From an optimization exercise on the open Yosys and OpenROAD flow, aimed at small area, a short achievable clock period and few clock cycles per item; shortcuts taken in it are not production practice. Where RTL was checked, it was by simulation tests only, not by an equivalence proof against the original.

// gcd
module gcd( input [31:0] a_in,
            input [31:0] b_in,
            input start,
            input reset_n,
            input clk,
            output [31:0] result,
            output done);
For scale: ~780 cells after synthesis, roughly 75 flip-flops, about 100 I/O pins, ~0.0063 sq mm of cells after synthesis.
export LEC_CHECK = 0
export CAP_MARGIN = 20
export CORE_MARGIN = 2
export CORE_UTILIZATION = 40
export PLACE_DENSITY = 0.6
export SETUP_SLACK_MARGIN = 0.7
export SLEW_MARGIN = 20
create_clock -name core_clock -period 4.0 [get_ports {clk}]
standard.sh (not shown) runs the stock make flow with config.mk's settings and CLKGATE_MAP_FILE= SYNTH_SCRIPT=/design/flow/synth_recipe.tcl, a recipe that flattens the netlist after the stock synthesis.
==> flow/flow/run.sh <==
#!/bin/bash
# Standard ORFS layout, with the port buffers made of the smallest buffer
# cell and a clock tree without dummy loads.
set -euo pipefail
export BUFFER_PORTS_ARGS="-buffer_cell sky130_fd_sc_hd__buf_1"
export CTS_ARGS="-sink_clustering_enable -repair_clock_nets -dont_use_dummy_load -sink_clustering_size 80 -sink_clustering_max_diameter 400 -buf_list sky130_fd_sc_hd__clkbuf_16"
bash standard.sh > standard_flow.log 2>&1
The baseline ran to the end with no violations.
Testbench counts at the start, summed over its fixed seeds: cycles 53,893, items 2,400.
Change:
==> flow/flow/run.sh (replaced) <==
#!/bin/bash
# Standard ORFS layout, with the port buffers made of the smallest buffer
# cell, a clock tree without dummy loads, and downsizing of gates off the
# critical paths after global routing.
set -euo pipefail
export BUFFER_PORTS_ARGS="-buffer_cell sky130_fd_sc_hd__buf_1"
export CTS_ARGS="-sink_clustering_enable -repair_clock_nets -dont_use_dummy_load -sink_clustering_size 80 -sink_clustering_max_diameter 400 -buf_list sky130_fd_sc_hd__clkbuf_16"
export RECOVER_POWER=100
bash standard.sh > standard_flow.log 2>&1
SETUP_SLACK_MARGIN = 0.6   (was 0.7)
=> With this change the flow finished but fails on capacitance limit, slew limit; non-clock buffer count goes down by 7; sequential cell count stays the same; hold slack degrades by 8.8 ps.

* * *

Setup of exp/tundra:
Another version of the RTL of gcd (not shown whole).
Size in the first run: about 75 flip-flops, roughly 100 I/O pins, about 0.0070 sq mm of cells after synthesis.
Settings: LEC_CHECK=0, CAP_MARGIN=20, CORE_MARGIN=2, CORE_UTILIZATION=40, PLACE_DENSITY=0.6, SETUP_SLACK_MARGIN=0.9, SLEW_MARGIN=20; clock period 4.0 ns.
==> flow/flow/run.sh <==
#!/bin/bash
# Standard ORFS layout, with the port buffers made of the smallest buffer cell.
set -euo pipefail
export BUFFER_PORTS_ARGS="-buffer_cell sky130_fd_sc_hd__buf_1"
bash standard.sh > standard_flow.log 2>&1
Every stage of the flow completed for exp/tundra, and the final layout passed the timing, design-rule and antenna checks.
Relative to exp/tundra, the following input files were edited for exp/sierra:
- a change of PLACE_DENSITY from 0.6 to 0.8
- a change of SETUP_SLACK_MARGIN from 0.9 to 0.6
- a change of CORE_UTILIZATION from 40 to 60
==> run summary <==
Routed wire length: exp/sierra < exp/tundra
Going from exp/tundra to exp/sierra, biggest fanout along the worst timing path now larger; per-cell routed wire length went up; worst setup slack dropped 0.21 ns; post-detailed-route via-to-cell ratio shows an increase of 0.72; height of the die -about 18%.
Relative to exp/sierra, the following input files were edited for exp/onyx:
- changing PLACE_DENSITY from 0.8 to 0.6
- changing CORE_UTILIZATION from 60 to 40
Results
Against exp/sierra, exp/onyx comes in about 2% higher on wire length of the first global-routing pass.
Comparing exp/onyx and exp/sierra, the lower final-stage net count is on exp/onyx.
Taking exp/sierra as 1.0, exp/onyx lands at 1.5 on die area.
When the final numbers for exp/onyx and exp/sierra were put side by side, the count of inserted tapcells turned out to be smaller in exp/sierra.
No run of this note included a check of the RTL's function; only the layout flow was run.

* * *

JK:
RTL: one of the versions met above, not the one the previous note started from.
For scale: about 100 I/O pins, ~6300 um2 of cells after synthesis.
## gcd
module gcd( input [31:0] a_in,
            input [31:0] b_in,
            input start,
            input reset_n,
            input clk,
            output [31:0] result,
            output done);
Settings: LEC_CHECK=0, CAP_MARGIN=0, CORE_MARGIN=2, CORE_UTILIZATION=40, PLACE_DENSITY=0.6, SETUP_SLACK_MARGIN=0.6, SLEW_MARGIN=0; clock period 4.0 ns.
==> flow/flow/run.sh <==
#!/bin/bash
# Standard ORFS layout, with the port buffers made of the smallest buffer
# cell and a clock tree without dummy loads.
set -euo pipefail
export BUFFER_PORTS_ARGS="-buffer_cell sky130_fd_sc_hd__buf_1"
export CTS_ARGS="-sink_clustering_enable -repair_clock_nets -dont_use_dummy_load -sink_clustering_size 80 -sink_clustering_max_diameter 400 -buf_list sky130_fd_sc_hd__clkbuf_16"
bash standard.sh > standard_flow.log 2>&1
JK ended with every stage complete and zero timing, DRC or antenna violations.
Testbench counts of JK, summed over its fixed seeds: cycles 53,893, items 2,400.
#### Input delta (MS over JK)
- CAP_MARGIN changed from 0 to 20
- SLEW_MARGIN changed from 0 to 20
- CORE_UTILIZATION changed from 40 to 45
Notes after the runs:
MS: done, clean on timing, DRC and antenna
MS falls short of JK in final non-filler cell area.
Hold slack: lower on MS
For MS, the cell at the slowest stage of the critical path was sky130_fd_sc_hd__edfxtp_1, unlike JK, where it was sky130_fd_sc_hd__fa_2.
Compared with JK, MS shows final clock period utilization by the worst path higher by 1.2 points.
diff inputs: MS => AL
- changing CORE_UTILIZATION from 45 to 40
- setting ABC_AREA to 1 for the first time
diff --git a/flow/flow/run.sh b/flow/flow/run.sh
--- a/flow/flow/run.sh
+++ b/flow/flow/run.sh
@@ -3 +3 @@
-# cell and a clock tree without dummy loads.
+# cell and a clock tree of one level of large buffers without dummy loads.
## What came out
- Higher hold slack was reported by AL, not MS.
- MS → AL: routing usage on met2 decreased by 9.5 points relative to the old numbers, routability-driven placement congestion ratio lower, final critical delay including setup and external delays fell 0.023 ns.
#### Input delta (TR over AL)
- changing SETUP_SLACK_MARGIN from 0.6 to 0.5
- removing ABC_AREA (formerly 1)
diff --git a/flow/flow/run.sh b/flow/flow/run.sh
--- a/flow/flow/run.sh
+++ b/flow/flow/run.sh
@@ -3 +3 @@
-# cell and a clock tree of one level of large buffers without dummy loads.
+# cell and a clock tree without dummy loads.
## What came out
- When TR is set beside AL, its layout buffering overhead excluding clock cells turns out to be 0.48 points larger.
- For the detailed-route via count, TR came in about 5% lower than AL did.
- Compare AL and TR | area fraction in compound gates after synthesis higher: TR

* * *

Setup of fjord:
gcd, a different RTL version from the one above (not shown whole).
Size in the first run: roughly 75 flip-flops.
// gcd
module gcd( input [31:0] a_in,
            input [31:0] b_in,
            input start,
            input reset_n,
            input clk,
            output [31:0] result,
            output done);
Settings: LEC_CHECK=0, CAP_MARGIN=20, CORE_MARGIN=2, CORE_UTILIZATION=40, PLACE_DENSITY=0.6, SETUP_SLACK_MARGIN=0.8, SLEW_MARGIN=20; clock period 4.0 ns.
==> flow/flow/run.sh <==
#!/bin/bash
# Standard ORFS layout, with the port buffers made of the smallest buffer cell.
set -euo pipefail
export BUFFER_PORTS_ARGS="-buffer_cell sky130_fd_sc_hd__buf_1"
bash standard.sh > standard_flow.log 2>&1
Testbench counts of fjord, summed over its fixed seeds: cycles 53,893, items 2,400.
The following lists how cedar was set up differently from fjord:
- swapping 0.8 for 0.6 in SETUP_SLACK_MARGIN
- swapping 0.6 for 0.5 in PLACE_DENSITY
- swapping 40 for 30 in CORE_UTILIZATION
Results
- cedar ended up with a higher placed cell area than fjord did.
- Utilization fjord -> cedar: down
- a[0] as the destination of the critical timing path was reported by cedar, and done by fjord.
- Count of clock-buffer cells in the layout: fjord and cedar compared, lower one is cedar
- First-pass GRT wire length, cedar vs fjord: up by a little under 10%
- cedar has completed all stages; timing, DRC and antenna checks passed.
- cedar against fjord: highest achievable clock rate went down about 4%, wire length on met2 went up 13%, post-layout minimum cycle time went up 0.14 ns.
- Looking only at fraction of met2 tracks used by global routing, and setting everything else aside, the lower value of fjord and cedar goes to cedar.
Edits applied to the flow inputs when going from cedar to quartz:
- swapping 30 for 40 in CORE_UTILIZATION
- swapping 0.5 for 0.6 in PLACE_DENSITY
- putting ABC_AREA at 1 where nothing was set
==> flow/flow/run.sh <==
#!/bin/bash
# Standard ORFS layout, with the port buffers made of the smallest buffer
# cell and a clock tree of one level of large buffers without dummy loads.
set -euo pipefail
export BUFFER_PORTS_ARGS="-buffer_cell sky130_fd_sc_hd__buf_1"
export CTS_ARGS="-sink_clustering_enable -repair_clock_nets -dont_use_dummy_load -sink_clustering_size 80 -sink_clustering_max_diameter 400 -buf_list sky130_fd_sc_hd__clkbuf_16"
bash standard.sh > standard_flow.log 2>&1
--- outcome ---
quartz completed end to end with timing, DRC and antenna clean.
met3 wirelength from detailed routing ended up about 27% higher on quartz than on cedar.
Share of cells above drive strength 1: quartz vs cedar down 6.4 points
cedar has a higher area added between synthesis and finish than quartz.
quartz reports its critical path endpoint as done while cedar reports a[0].
Looking at sequential share of layout area, quartz sits 0.17 points below cedar.
Die outline area: lower on quartz
Setup changes, quartz to xenon
- CORE_UTILIZATION now 50, was 40
- PLACE_DENSITY now 0.7, was 0.6
- ABC_AREA no longer set, was 1
==> flow/flow/run.sh <==
#!/bin/bash
# Standard ORFS layout, with the port buffers made of the smallest buffer cell.
set -euo pipefail
export BUFFER_PORTS_ARGS="-buffer_cell sky130_fd_sc_hd__buf_1"
bash standard.sh > standard_flow.log 2>&1
--- outcome ---
xenon vs. quartz: endpoint arrival time on the critical path now larger; simple-gate portion of the synthesized area now smaller; required time of the critical path comparable; part of the Yosys area used for sequential elements now larger.
Area share of xor/xnor cells in the synthesized design: xenon higher than quartz
Post-synthesis instance total was higher in quartz than in xenon.
xenon vs. quartz: synthesized cell area went down 8.7%.

==> separate check: timing with driven ports <==
No port has a modelled driver above. Below, the same layouts with a new extraction and two added sets of constraints. Step 1, drivers: a clkbuf_16 drives clk and a buf_2 each remaining input, both assumed. Step 2 times the ports against the registers' clock, not the clock port: input delays grow and output delays shrink by t, the midpoint of the rising clock arrivals with the driver on. Three values: ideal ports, drivers, drivers and shift; two values: the first two.
run | shift t [ns] | setup slack, ns | worst setup path after step 2 | worst slew at a driven data input, ns
the first run of note 1 | 0.384 | 0.634 / 0.634 / 0.634 | register to register | 0.04
the second run of note 1 | 0.389 | 0.446 / 0.413 / 0.446 | register to register | 0.04
exp/tundra | 0.396 | 0.763 / 0.763 / 0.763 | register to register | 0.04
exp/sierra | 0.399 | 0.551 / 0.551 / 0.551 | register to register | 0.04
exp/onyx | 0.394 | 0.574 / 0.530 / 0.648 | register to register | 0.04
JK | 0.390 | 0.711 / 0.696 / 0.711 | register to register | 0.04
MS | 0.389 | 0.664 / 0.623 / 0.679 | register to register | 0.04
AL | 0.383 | 0.687 / 0.647 / 0.796 | register to register | 0.04
TR | 0.383 | 0.588 / 0.571 / 0.588 | register to register | 0.04
fjord | 0.391 | 0.791 / 0.747 / 0.833 | register to register | 0.03
cedar | 0.400 | 0.650 / 0.641 / 0.650 | register to register | 0.04
quartz | 0.387 | 0.778 / 0.734 / 0.924 | register to register | 0.04
xenon | 0.390 | 0.625 / 0.581 / 0.676 | register to register | 0.04
